Source: an optimization exercise on an open RTL-to-GDS flow (aim: small area, a short achievable clock period and few clock cycles). Production flows keep margins and buffers that such runs may drop. Function was checked by simulation only, so behaviour that the tests miss may differ from the original.

==> design.v <==
module BE #(
    parameter N = 7
) (
    input  signed [N-1:0] a,
    input  signed [N-1:0] b,
    output signed [N-1:0] min,
    output signed [N-1:0] max
);
    assign {min, max} = (a > b) ? {b, a} : {a, b};
endmodule
module two_stages_bitonic_sorter #(
    parameter N = 7
) (
    rst_n,
    clk,
    a,
    b,
    c,
    d,
    e,
    f,
    g,
    h,
    i,
    j,
    k,
    l,
    m,
    n,
    o,
    p
);
    input rst_n, clk;
    input signed [N-1:0] a, b, c, d, e, f, g, h;
    output signed [N-1:0] i, j, k, l, m, n, o, p;
    reg signed  [N-1:0] bitonic_seq_reg[0:7];
    wire signed [N-1:0] lv1_1_min;
    wire signed [N-1:0] lv1_1_max;
    wire signed [N-1:0] lv1_2_min;
    wire signed [N-1:0] lv1_2_max;
    wire signed [N-1:0] lv1_3_min;
    wire signed [N-1:0] lv1_3_max;
    wire signed [N-1:0] lv1_4_min;
    wire signed [N-1:0] lv1_4_max;
    wire signed [N-1:0] lv2_1_min;
    wire signed [N-1:0] lv2_1_max;
    wire signed [N-1:0] lv2_2_min;
    wire signed [N-1:0] lv2_2_max;
    wire signed [N-1:0] lv2_3_min;
    wire signed [N-1:0] lv2_3_max;
    wire signed [N-1:0] lv2_4_min;
    wire signed [N-1:0] lv2_4_max;
    wire signed [N-1:0] lv3_1_min;
    wire signed [N-1:0] lv3_1_max;
    wire signed [N-1:0] lv3_2_min;
    wire signed [N-1:0] lv3_2_max;
    wire signed [N-1:0] lv3_3_min;
    wire signed [N-1:0] lv3_3_max;
    wire signed [N-1:0] lv3_4_min;
    wire signed [N-1:0] lv3_4_max;
    BE #(
        .N(N)
    ) lv1_1 (
        .a  (a),
        .b  (b),
        .min(lv1_1_min),
        .max(lv1_1_max)
    );
    BE #(
        .N(N)
    ) lv1_2 (
        .a  (c),
        .b  (d),
        .min(lv1_2_min),
        .max(lv1_2_max)
    );
    BE #(
        .N(N)
    ) lv1_3 (
        .a  (e),
        .b  (f),
        .min(lv1_3_min),
        .max(lv1_3_max)
    );
    BE #(
        .N(N)
    ) lv1_4 (
        .a  (g),
        .b  (h),
        .min(lv1_4_min),
        .max(lv1_4_max)
    );
    BE #(
        .N(N)
    ) lv2_1 (
        .a  (lv1_1_min),
        .b  (lv1_2_max),
        .min(lv2_1_min),
        .max(lv2_1_max)
    );
    BE #(
        .N(N)
    ) lv2_2 (
        .a  (lv1_1_max),
        .b  (lv1_2_min),
        .min(lv2_2_min),
        .max(lv2_2_max)
    );
    BE #(
        .N(N)
    ) lv2_3 (
        .a  (lv1_3_min),
        .b  (lv1_4_max),
        .min(lv2_3_min),
        .max(lv2_3_max)
    );
    BE #(
        .N(N)
    ) lv2_4 (
        .a  (lv1_3_max),
        .b  (lv1_4_min),
        .min(lv2_4_min),
        .max(lv2_4_max)
    );
    BE #(
        .N(N)
    ) lv3_1 (
        .a  (lv2_1_min),
        .b  (lv2_2_min),
        .min(lv3_1_min),
        .max(lv3_1_max)
    );
    BE #(
        .N(N)
    ) lv3_2 (
        .a  (lv2_1_max),
        .b  (lv2_2_max),
        .min(lv3_2_min),
        .max(lv3_2_max)
    );
    BE #(
        .N(N)
    ) lv3_3 (
        .a  (lv2_3_max),
        .b  (lv2_4_max),
        .min(lv3_3_min),
        .max(lv3_3_max)
    );
    BE #(
        .N(N)
    ) lv3_4 (
        .a  (lv2_3_min),
        .b  (lv2_4_min),
        .min(lv3_4_min),
        .max(lv3_4_max)
    );
    always @(*) begin
            bitonic_seq_reg[0] = lv3_1_min;
            bitonic_seq_reg[1] = lv3_1_max;
            bitonic_seq_reg[2] = lv3_2_min;
            bitonic_seq_reg[3] = lv3_2_max;
            bitonic_seq_reg[4] = lv3_3_max;
            bitonic_seq_reg[5] = lv3_3_min;
            bitonic_seq_reg[6] = lv3_4_max;
            bitonic_seq_reg[7] = lv3_4_min;
    end
    wire signed [N-1:0] sort_lv1_1_min;
    wire signed [N-1:0] sort_lv1_1_max;
    wire signed [N-1:0] sort_lv1_2_min;
    wire signed [N-1:0] sort_lv1_2_max;
    wire signed [N-1:0] sort_lv1_3_min;
    wire signed [N-1:0] sort_lv1_3_max;
    wire signed [N-1:0] sort_lv1_4_min;
    wire signed [N-1:0] sort_lv1_4_max;
    wire signed [N-1:0] sort_lv2_1_min;
    wire signed [N-1:0] sort_lv2_1_max;
    wire signed [N-1:0] sort_lv2_2_min;
    wire signed [N-1:0] sort_lv2_2_max;
    wire signed [N-1:0] sort_lv2_3_min;
    wire signed [N-1:0] sort_lv2_3_max;
    wire signed [N-1:0] sort_lv2_4_min;
    wire signed [N-1:0] sort_lv2_4_max;
    BE #(
        .N(N)
    ) sort_lv1_1 (
        .a  (bitonic_seq_reg[0]),
        .b  (bitonic_seq_reg[4]),
        .min(sort_lv1_1_min),
        .max(sort_lv1_1_max)
    );
    BE #(
        .N(N)
    ) sort_lv1_2 (
        .a  (bitonic_seq_reg[1]),
        .b  (bitonic_seq_reg[5]),
        .min(sort_lv1_2_min),
        .max(sort_lv1_2_max)
    );
    BE #(
        .N(N)
    ) sort_lv1_3 (
        .a  (bitonic_seq_reg[2]),
        .b  (bitonic_seq_reg[6]),
        .min(sort_lv1_3_min),
        .max(sort_lv1_3_max)
    );
    BE #(
        .N(N)
    ) sort_lv1_4 (
        .a  (bitonic_seq_reg[3]),
        .b  (bitonic_seq_reg[7]),
        .min(sort_lv1_4_min),
        .max(sort_lv1_4_max)
    );
    BE #(
        .N(N)
    ) sort_lv2_1 (
        .a  (sort_lv1_1_min),
        .b  (sort_lv1_3_min),
        .min(sort_lv2_1_min),
        .max(sort_lv2_1_max)
    );
    BE #(
        .N(N)
    ) sort_lv2_2 (
        .a  (sort_lv1_1_max),
        .b  (sort_lv1_3_max),
        .min(sort_lv2_2_min),
        .max(sort_lv2_2_max)
    );
    BE #(
        .N(N)
    ) sort_lv2_3 (
        .a  (sort_lv1_2_min),
        .b  (sort_lv1_4_min),
        .min(sort_lv2_3_min),
        .max(sort_lv2_3_max)
    );
    BE #(
        .N(N)
    ) sort_lv2_4 (
        .a  (sort_lv1_2_max),
        .b  (sort_lv1_4_max),
        .min(sort_lv2_4_min),
        .max(sort_lv2_4_max)
    );
    BE #(
        .N(N)
    ) sort_lv3_1 (
        .a  (sort_lv2_1_min),
        .b  (sort_lv2_3_min),
        .min(i),
        .max(j)
    );
    BE #(
        .N(N)
    ) sort_lv3_2 (
        .a  (sort_lv2_1_max),
        .b  (sort_lv2_3_max),
        .min(k),
        .max(l)
    );
    BE #(
        .N(N)
    ) sort_lv3_3 (
        .a  (sort_lv2_2_min),
        .b  (sort_lv2_4_min),
        .min(m),
        .max(n)
    );
    BE #(
        .N(N)
    ) sort_lv3_4 (
        .a  (sort_lv2_2_max),
        .b  (sort_lv2_4_max),
        .min(o),
        .max(p)
    );
endmodule
module LIFO (
    in,
    full,
    empty,
    clk,
    rst_n,
    wn,
    rn,
    out
);
    parameter DATA_WIDTH = 16;
    parameter STACK_DEPTH = 16;
    input [DATA_WIDTH-1:0] in;
    input clk, rst_n, wn, rn;
    output reg [DATA_WIDTH-1:0] out;
    output full, empty;
    reg [3:0] sp;
    reg [DATA_WIDTH-1:0] memory[0:STACK_DEPTH-1];
    integer i;
    assign full  = (sp == 4'b1111) ? 1 : 0;
    assign empty = (sp == 4'b0000) ? 1 : 0;
    always @(*) begin
            out = memory[sp];
    end
    always @(posedge clk or negedge rst_n) begin
        if (~rst_n) begin
            for (i = 0; i < STACK_DEPTH; i = i + 1) begin
                memory[i] <= 'd0;
            end
            sp <= 1;
        end else if (wn & !full) begin
            memory[sp] <= in;
            sp <= sp + 1;
        end else if (rn & !empty) begin
            sp <= sp - 1;
        end
    end
endmodule
module PN (
    input clk,
    input rst_n,
    input [1:0] mode,
    input operator,
    input [2:0] in,
    input in_valid,
    output reg out_valid,
    output signed [31:0] out
);
    localparam S_IDLE = 2'd0, S_RUN = 2'd1, S_BOUT = 2'd2;
    reg [15:0] out_r;
    assign out = {{16{out_r[15]}}, out_r};
    reg [1:0] st;
    reg [1:0] md;
    reg [3:0] H;
    reg       hv;
    reg [3:0] Q [0:7];
    reg [2:0] qw, qr;
    wire      qempty = (qw == qr);
    wire      h_op = H[3];
    wire [2:0] h_val = H[2:0];
    wire      last_tok = qempty && !in_valid;
    reg [15:0] acc;
    reg        acc_big;
    reg        hasval;
    reg [6:0]  S [0:6];
    reg [2:0]  sd;
    reg [15:0] B [0:2];
    wire [6:0] S0 = S[0];
    wire [6:0] S1 = S[1];
    wire [6:0] S2 = S[2];
    reg        mulc, absn, absn_b, absn_o, casc, fin;
    reg [12:0] T;
    reg [1:0]  bpos;
    reg [2:0]  s1, s2;
    reg [6:0]  rsav;
    reg        rpend;
    wire busy = mulc | absn;
    wire run = (st == S_RUN);
    wire take = run && !busy && !casc && hv;
    wire single = md[1];
    wire post = md[0];
    wire p_red = take && single && !post && !h_op && S0[4];
    wire p_op  = take && single && !post && h_op;
    wire p_set = take && single && !post && !h_op && !S0[4];
    wire q_op  = take && single && post && h_op;
    wire q_val = take && single && post && !h_op;
    wire c_step = run && !busy && casc;
    wire alu_go = p_red || q_op || c_step;
    wire [1:0] aop = q_op ? h_val[1:0] : S0[6:5];
    wire [15:0] opA = S0[3] ? B[0] : {13'd0, S0[2:0]};
    wire [15:0] opB = p_red ? {13'd0, h_val} : acc;
    wire opB_big = !p_red && acc_big;
    wire swap = !S0[3] && opB_big;          
    wire [15:0] dsrc = swap ? opA : opB;
    wire mulf = alu_go && (aop == 2'd2);
    wire mul = mulf || mulc;
    wire [15:0] mc = mulc ? B[0] : (swap ? opB : opA);
    wire e0 = dsrc[0];
    wire e1 = mulc ? T[0] : dsrc[1];
    wire e2 = mulc ? T[1] : dsrc[2];
    wire inv = (alu_go && aop == 2'd1) || absn;
    wire [15:0] R0 = mulc ? acc : mulf ? (mc & {16{e0}}) : (alu_go ? opA : 16'd0);
    wire [15:0] bsel = (absn || !alu_go) ? acc : opB;
    wire [15:0] R1 = mul ? ((mc << 1) & {16{e1}}) : (bsel ^ {16{inv}});
    wire [15:0] R2 = mul ? ((mc << 2) & {16{e2}}) : 16'd0;
    wire [15:0] cs = R0 ^ R1 ^ R2;
    wire [15:0] cc = (R0 & R1) | (R0 & R2) | (R1 & R2);
    wire [15:0] res = cs + {cc[14:0], 1'b0} + {15'd0, inv};
    wire mul_more0 = (dsrc[15:3] != 13'd0);
    wire mul_more1 = (T[12:2] != 11'd0);
    wire start_mulc = mulf && mul_more0;
    wire abs_neg = alu_go && (aop == 2'd3) && res[15];
    wire op_done = (alu_go && !start_mulc) || (mulc && !mul_more1);
    wire c_pre = op_done && !post;
    wire c_post = op_done && post;
    wire c_last = (sd == 3'd1);
    wire c_casc = c_pre && !c_last && S1[4];
    wire c_setl = c_pre && !c_last && !S1[4];
    wire fin_now = q_op && last_tok;
    wire final_done = (c_pre && c_last) || (c_post && (fin_now || fin));
    wire s_emit = (final_done && !abs_neg) || (absn && absn_o);
    wire b_take = take && !single;
    wire b_third = b_take && (bpos == 2'd2);
    wire [1:0] b_op = md[0] ? h_val[1:0] : s1[1:0];
    wire [2:0] b_a = md[0] ? s1 : s2;
    wire [2:0] b_b = md[0] ? s2 : h_val;
    wire [6:0] b_sum = {4'd0, b_a} + {4'd0, b_b};
    wire [6:0] b_dif = {4'd0, b_a} - {4'd0, b_b};
    wire [6:0] b_mul = {4'd0, b_a} * {4'd0, b_b};
    wire [6:0] r = (b_op == 2'd1) ? b_dif : (b_op == 2'd2) ? b_mul : b_sum;
    wire desc = !md[0];
    function bef;
        input [6:0] x, y;
        input d;
        bef = d ? ($signed(x) > $signed(y)) : ($signed(x) < $signed(y));
    endfunction
    wire b_final = b_third && last_tok;
    wire b_push = b_third && !last_tok;
    wire bub0 = b_take && (bpos == 2'd0) && (sd >= 3'd2) && bef(S1, S0, desc);
    wire bub1 = b_take && (bpos == 2'd1) && (sd >= 3'd3) && bef(S2, S1, desc);
    wire bout = (st == S_BOUT);
    wire [6:0] X = b_third ? r : rsav;
    wire xpend = b_third || rpend;
    wire xwin = xpend && ((sd == 3'd0) || bef(X, S0, desc));
    wire b_emit = b_final || bout;
    wire b_spop = b_emit && !xwin;
    wire [6:0] bval = xwin ? X : S0;
    wire s_push = p_op || (q_val && hasval) || b_push;
    wire [6:0] s_new = b_push ? r : p_op ? {h_val[1:0], 5'd0} : {3'd0, acc_big, acc[2:0]};
    wire s_pop = (c_pre && !c_setl) || c_post || b_spop;
    wire b_pushv = (q_val && hasval && acc_big) || c_setl;
    wire b_popv = (c_pre || c_post) && S0[3];
    wire b_shift = start_mulc || (mulc && mul_more1);
    integer i;
    wire h_free = !hv || take;
    always @(posedge clk or negedge rst_n) begin
        if (!rst_n) begin
            st <= S_IDLE;
            hv <= 1'b0;
            qw <= 3'd0;
            qr <= 3'd0;
            hasval <= 1'b0;
            sd <= 3'd0;
            mulc <= 1'b0;
            absn <= 1'b0;
            casc <= 1'b0;
            fin <= 1'b0;
            bpos <= 2'd0;
            rpend <= 1'b0;
            out_valid <= 1'b0;
        end else begin
            if (st == S_IDLE) begin
                if (in_valid) st <= S_RUN;
            end else if (st == S_RUN) begin
                if (final_done) st <= S_IDLE;
                else if (b_final) st <= (sd == 3'd0) ? S_IDLE : S_BOUT;
            end else if (st == S_BOUT) begin
                if ({1'b0, sd} + {3'd0, rpend} == 4'd1) st <= S_IDLE;
            end
            if (h_free) begin
                if (!qempty) begin
                    hv <= 1'b1;
                    qr <= qr + 3'd1;
                end else begin
                    hv <= in_valid;
                end
            end
            if (in_valid && !(h_free && qempty)) qw <= qw + 3'd1;
            if (s_push) sd <= sd + 3'd1;
            else if (s_pop || c_setl) sd <= sd - 3'd1;
            if (q_val) hasval <= 1'b1;
            else if (final_done) hasval <= 1'b0;
            if (start_mulc) mulc <= 1'b1;
            else if (mulc && !mul_more1) mulc <= 1'b0;
            absn <= abs_neg;
            if (c_pre) casc <= c_casc;
            if (final_done) fin <= 1'b0;
            else if (fin_now) fin <= 1'b1;
            if (b_take) bpos <= (bpos == 2'd2) ? 2'd0 : bpos + 2'd1;
            if (b_final) rpend <= !xwin;
            else if (bout && xwin) rpend <= 1'b0;
            out_valid <= s_emit || b_emit;
        end
    end
    always @(posedge clk) begin
        if (h_free) H <= qempty ? {operator, in} : Q[qr];
        if (in_valid && !(h_free && qempty)) Q[qw] <= {operator, in};
        if (st == S_IDLE && in_valid) md <= mode;
        if (alu_go || mulc || absn) begin
            acc <= res;
            acc_big <= 1'b1;
        end else if (q_val) begin
            acc <= {13'd0, h_val};
            acc_big <= 1'b0;
        end
        absn_b <= abs_neg && c_setl;
        absn_o <= abs_neg && final_done;
        if (s_push) begin
            for (i = 6; i > 0; i = i - 1) S[i] <= S[i-1];
            S[0] <= s_new;
        end else if (s_pop || c_setl) begin
            for (i = 0; i < 6; i = i + 1) S[i] <= S[i+1];
            if (c_setl) S[0] <= {S1[6:5], 2'b11, S1[2:0]};
        end else if (p_set) begin
            S[0] <= {S0[6:5], 2'b10, h_val};
        end else if (bub0) begin
            S[0] <= S1;
            S[1] <= S0;
        end else if (bub1) begin
            S[1] <= S2;
            S[2] <= S1;
        end
        if (b_pushv && b_popv) begin
            B[0] <= res;
        end else if (b_pushv) begin
            B[2] <= B[1];
            B[1] <= B[0];
            B[0] <= res;
        end else if (b_popv) begin
            B[0] <= B[1];
            B[1] <= B[2];
        end else if (b_shift) begin
            B[0] <= B[0] << 2;
        end else if (absn && absn_b) begin
            B[0] <= res;
        end
        if (start_mulc) T <= dsrc[15:3];
        else if (mulc) T <= {2'd0, T[12:2]};
        if (b_take && bpos == 2'd0) s1 <= h_val;
        if (b_take && bpos == 2'd1) s2 <= h_val;
        if (b_final) rsav <= r;
        if (s_emit) out_r <= res;
        else if (b_emit) out_r <= {{9{bval[6]}}, bval};
        else out_r <= 16'd0;
    end
endmodule
==> run.sh <==
#!/bin/bash
# synth_recipe.tcl (not shown) runs the flow's synth.tcl, then flattens the netlist and writes it again
# the make line also repeats each setting of config.mk as NAME=value (left out here)
make -C /OpenROAD-flow-scripts/flow DESIGN_CONFIG=/design/flow/config.mk WORK_HOME=/design/flow/orfs CLKGATE_MAP_FILE= SYNTH_SCRIPT=/design/flow/synth_recipe.tcl finish
==> config.mk <==
export PLATFORM = sky130hd
export DESIGN_NAME = PN
export DESIGN_NICKNAME = PN
export VERILOG_FILES = /design/flow/design.v
export SDC_FILE = /design/flow/constraint.sdc
export NUM_CORES = 8
export LEC_CHECK = 0
export CAP_MARGIN = 20
export CORE_MARGIN = 2
export CORE_UTILIZATION = 40
export SLEW_MARGIN = 20
==> constraint.sdc <==
create_clock -name core_clock -period 15.0 [get_ports {clk}]
set_input_delay 3.0000 -clock core_clock [delete_from_list [all_inputs] [get_ports {clk}]]
set_output_delay 3.0000 -clock core_clock [all_outputs]
set_load 0.01 [all_outputs]
==> summary.txt <==
-- layout make-up --
cell class	count	area (um^2)
Clock buffer	30	654
Clock inverter	14	173
Fill cell	2917	17200
Inverter	85	319
Multi-Input combinational cell	789	5930
Sequential cell	217	6220
Tap cell	402	503
Timing Repair Buffer	53	500
-- metrics by stage --
step	setup WS, ns
2_1_floorplan	9.03
3_3_place_gp	8.31
3_5_place_dp	7.93
4_1_cts	7.90
5_1_grt	7.21
6_report	7.72
-- registers in the layout, indices dropped and copies added (netlist names), 4 cells and up --
name   cells
S         49
B         48
Q         32
acc       16
out_r     16
T         13
rsav       7
H          4
-- worst max-delay path, delay by kind of cell (launching register included) --
family	cells	cell delay [ns]
and+or+nand+nor	7	2.52
DFF	1	0.74
adders and majority gates	2	0.81
muxes	1	0.58
AOI/OAI and AO/OA	8	2.46
-- per-layer routing --
metal | wire [um] | part of all wire [%] | up-vias
li1 | - | - | 4288
met1 | 14400 | 45 | 4387
met2 | 14900 | 47 | 286
met3 | 1550 | 4.9 | 68
met4 | 998 | 3.1 | 0
met5 | 0 | 0 | -
-- kinds of logic (layout without fill, tap and decap cells) --
family | after synthesis | after routing
simple gates | 311 | 311
compound gates | 267 | 267
flops | 217 | 217
buf+inv | 149 | 182
xor+xnor | 40 | 40
fa+ha+maj | 83 | 83
mux | 88 | 88
-- cells in the final DEF (no fill, tap or decap), types with 9 or more instances in the layout --
cell / synthesis / final
ha_1: 65 / 65
dfrtp_1: 21 / 21
o21ai_0: 52 / 52
o22ai_1: 34 / 34
a21o_1: 10 / 10
dfxtp_1: 19 / 19
edfxtp_1: 177 / 177
inv_1: 83 / 83
fa_1: 18 / 18
clkdlybuf4s50_1: 0 / 41
xor2_1: 16 / 16
a22oi_1: 21 / 21
a21oi_1: 46 / 46
nor3_1: 15 / 14
clkbuf_16: 0 / 25
mux2i_1: 27 / 27
a31oi_1: 11 / 10
nand2_1: 103 / 103
buf_4: 19 / 12
a211oi_1: 9 / 9
xnor2_1: 21 / 21
nand3_1: 25 / 25
o31ai_1: 14 / 14
nor2_1: 78 / 76
mux2_2: 53 / 53
nand2b_1: 16 / 16
nor2b_1: 23 / 23
-- how the worst min path moves through the flow --
stage	start	depth (start not counted)	end
final	B[1][14]$_DFFE_PP_	0	B[2][14]$_DFFE_PP_
after CTS	B[1][14]$_DFFE_PP_	0	B[2][14]$_DFFE_PP_
after detailed placement	S[5][4]$_DFFE_PP_	0	S[6][4]$_DFFE_PN_
after global routing	B[1][14]$_DFFE_PP_	0	B[2][14]$_DFFE_PP_
after floorplan	S[5][0]$_DFFE_PP_	0	S[6][0]$_DFFE_PN_
after global placement	S[5][2]$_DFFE_PP_	0	S[6][2]$_DFFE_PN_
==> results_dict.tcl <==
set metrics [dict create \
    max_freq_ghz 0.137 \
    crit_path_cell_trace "nor4b_4 -> nand3_1 -> mux2i_1 -> nor2_1 -> a31oi_1 -> o22ai_1 -> fa_1 -> ha_1 -> and2_1 -> a221oi_1 -> a21oi_1 -> o211ai_1 -> a21o_1 -> nand2_1 -> and4_4 -> a2111oi_4 -> or3_1 -> o31ai_1" \
    r2r_cells 18 \
    viasPerCell 5.68 \
    overflow 0 \
    synth.most_common_cell "edfxtp_1" \
    drt_iter0_drc 825 \
    drive_above_1_share_pct 10.9 \
    fin_util_pct 45.4 \
    dp_cells 1546 \
    grt.busiest_layer "met2" \
    synth_top_area_share_pct 41.6 \
    synth_edf_count 177 \
    final_max_slew_viol_count 0 \
    dp_hpwl_um 23200 \
    syn-num-nets 1247 \
    min_period_over_period_pct 48.5 \
    cts.hold.buffers_added 0 \
    diodes 0 \
    cts_buffers 24 \
    place_congestion 0.914 \
    cp-start-kind "flip-flop" \
    wl_per_cell_um 20.0 \
    placed_area_um2 13500 \
    gr-usage-met3_pct 2.08 \
    rsz0062_at_grt "no" \
    die_height_um 183 \
    num_vias 9029 \
    cts_setup_buffers 0 \
    yosysWarnings 3 \
    synth_area_um2 12800 \
    synthXorXnorAreaFrac_pct 2.92 \
    root_buffer "clkbuf_16" \
    synth-adder-area-share_pct 9.18 \
    antenna_found_initial 0 \
    clock-sinks 217 \
    cts_max_level 1 \
    grt_util_met2_pct 31.5 \
    setup_tns_ns 0 \
    critPathMaxStageDelay_ns 0.78 \
    synth_seq_cells 217 \
    postRouteAntennaNets 0 \
    synth-compound-area-share_pct 14.2 \
    cts_tree "done" \
    port_buffers 41 \
    clk_path_buf_depth 3 \
    async_reset_ff_share_pct 9.68 \
    timing.hold.ws_ns 0.448 \
    synthMuxAreaShare_pct 8.19 \
    cp.arrival_ns 7.65 \
    status "timing/DRC/antenna clean" \
    synth_top_family_by_area "compound AO/OA/AOI/OAI gates" \
    clk_latency_ns 0.55 \
    final_nets 1262 \
    max_cap_viol_count 0 \
    fin_cells 1590 \
    setup_viol 0 \
    finalInstanceArea_um2 14300 \
    critPathCapture "out_r[13]$_DFF_P_" \
    area_growth_pct 11.9 \
    drc 0 \
    grt_max_degree 39 \
    r2r-end "out_r[13]$_DFF_P_" \
    grt_pass1_wl_um 50300 \
    critPathKind "reg -> reg" \
    clkTransAtPathRegs_ns 0.06 \
    use_met1_pct 26.4 \
    grt_pass1_vias 8881 \
    fin_worst_skew_ns 0.0250 \
    synth_top_area_cell "edfxtp_1" \
    hp-class "reg -> reg" \
    die_w_um 183 \
    yosys.area_share.simple_pct 11.8 \
    worst-slew-pin-transition_ns 1.02 \
    cp-end-kind "flip-flop" \
    synthTopCellsByArea "edfxtp_1, ha_1, mux2_2, dfrtp_1, nand2_1" \
    dieArea_um2 33400 \
    hold_viol 0 \
    crit_fanout 27 \
    drt_wl_total_um 31900 \
    cp.required_ns 15.38 \
    ys_top_cells_by_count "edfxtp_1, nand2_1, inv_1" \
    start_util_pct 40.6 \
    core-area_um2 31500 \
    synth_ff_type "edfxtp_1" \
    min_period_ns 7.28 \
    rows 65 \
    relSlewSlack_pct 31.4 \
    crit_slowest_cell "nand3_1" \
    globalRouteTotalUtil_pct 19.1 \
    synth_area_per_cell_um2 11.1 \
    worstReg2RegStart "mulc$_DFFE_PN0P_" \
    startpoint "mulc$_DFFE_PN0P_" \
    post_cts_resize_count 0 \
    seq_area_frac_synth_pct 48.7 \
    synth_cell_type_count 79 \
    boundaryPins 42 \
    reg2reg_setup_slack_ns 7.72 \
    syn_inst 1155 \
    first_pass_iters 6 \
]
Testbench counts, summed over its fixed seeds: cycles 36,846.

[static timing again, ports no longer ideal]
Ports are ideal in the flow. The routed layout listed here was re-timed in OpenROAD.
Step 1 assumes that a clkbuf_16 drives the clock port and a buf_2 every other input.
Step 2 moves the port delays by t, midway between the first and last clock arrival at a register: inputs arrive t later, outputs are due t later. That takes back most of the time a late clock gives input paths.
a / b / c = ideal / step 1 / step 2; a / b = the first two.
t (ns): 0.591
setup slack, ns: 7.724 / 7.724 / 7.724
worst hold slack (ns): 0.448 / 0.448 / 0.448
After both steps setup and hold are still met in this run. For this run, drivers alone change the setup slack by 0.000 ns; drivers and shift together by 0.000 ns.
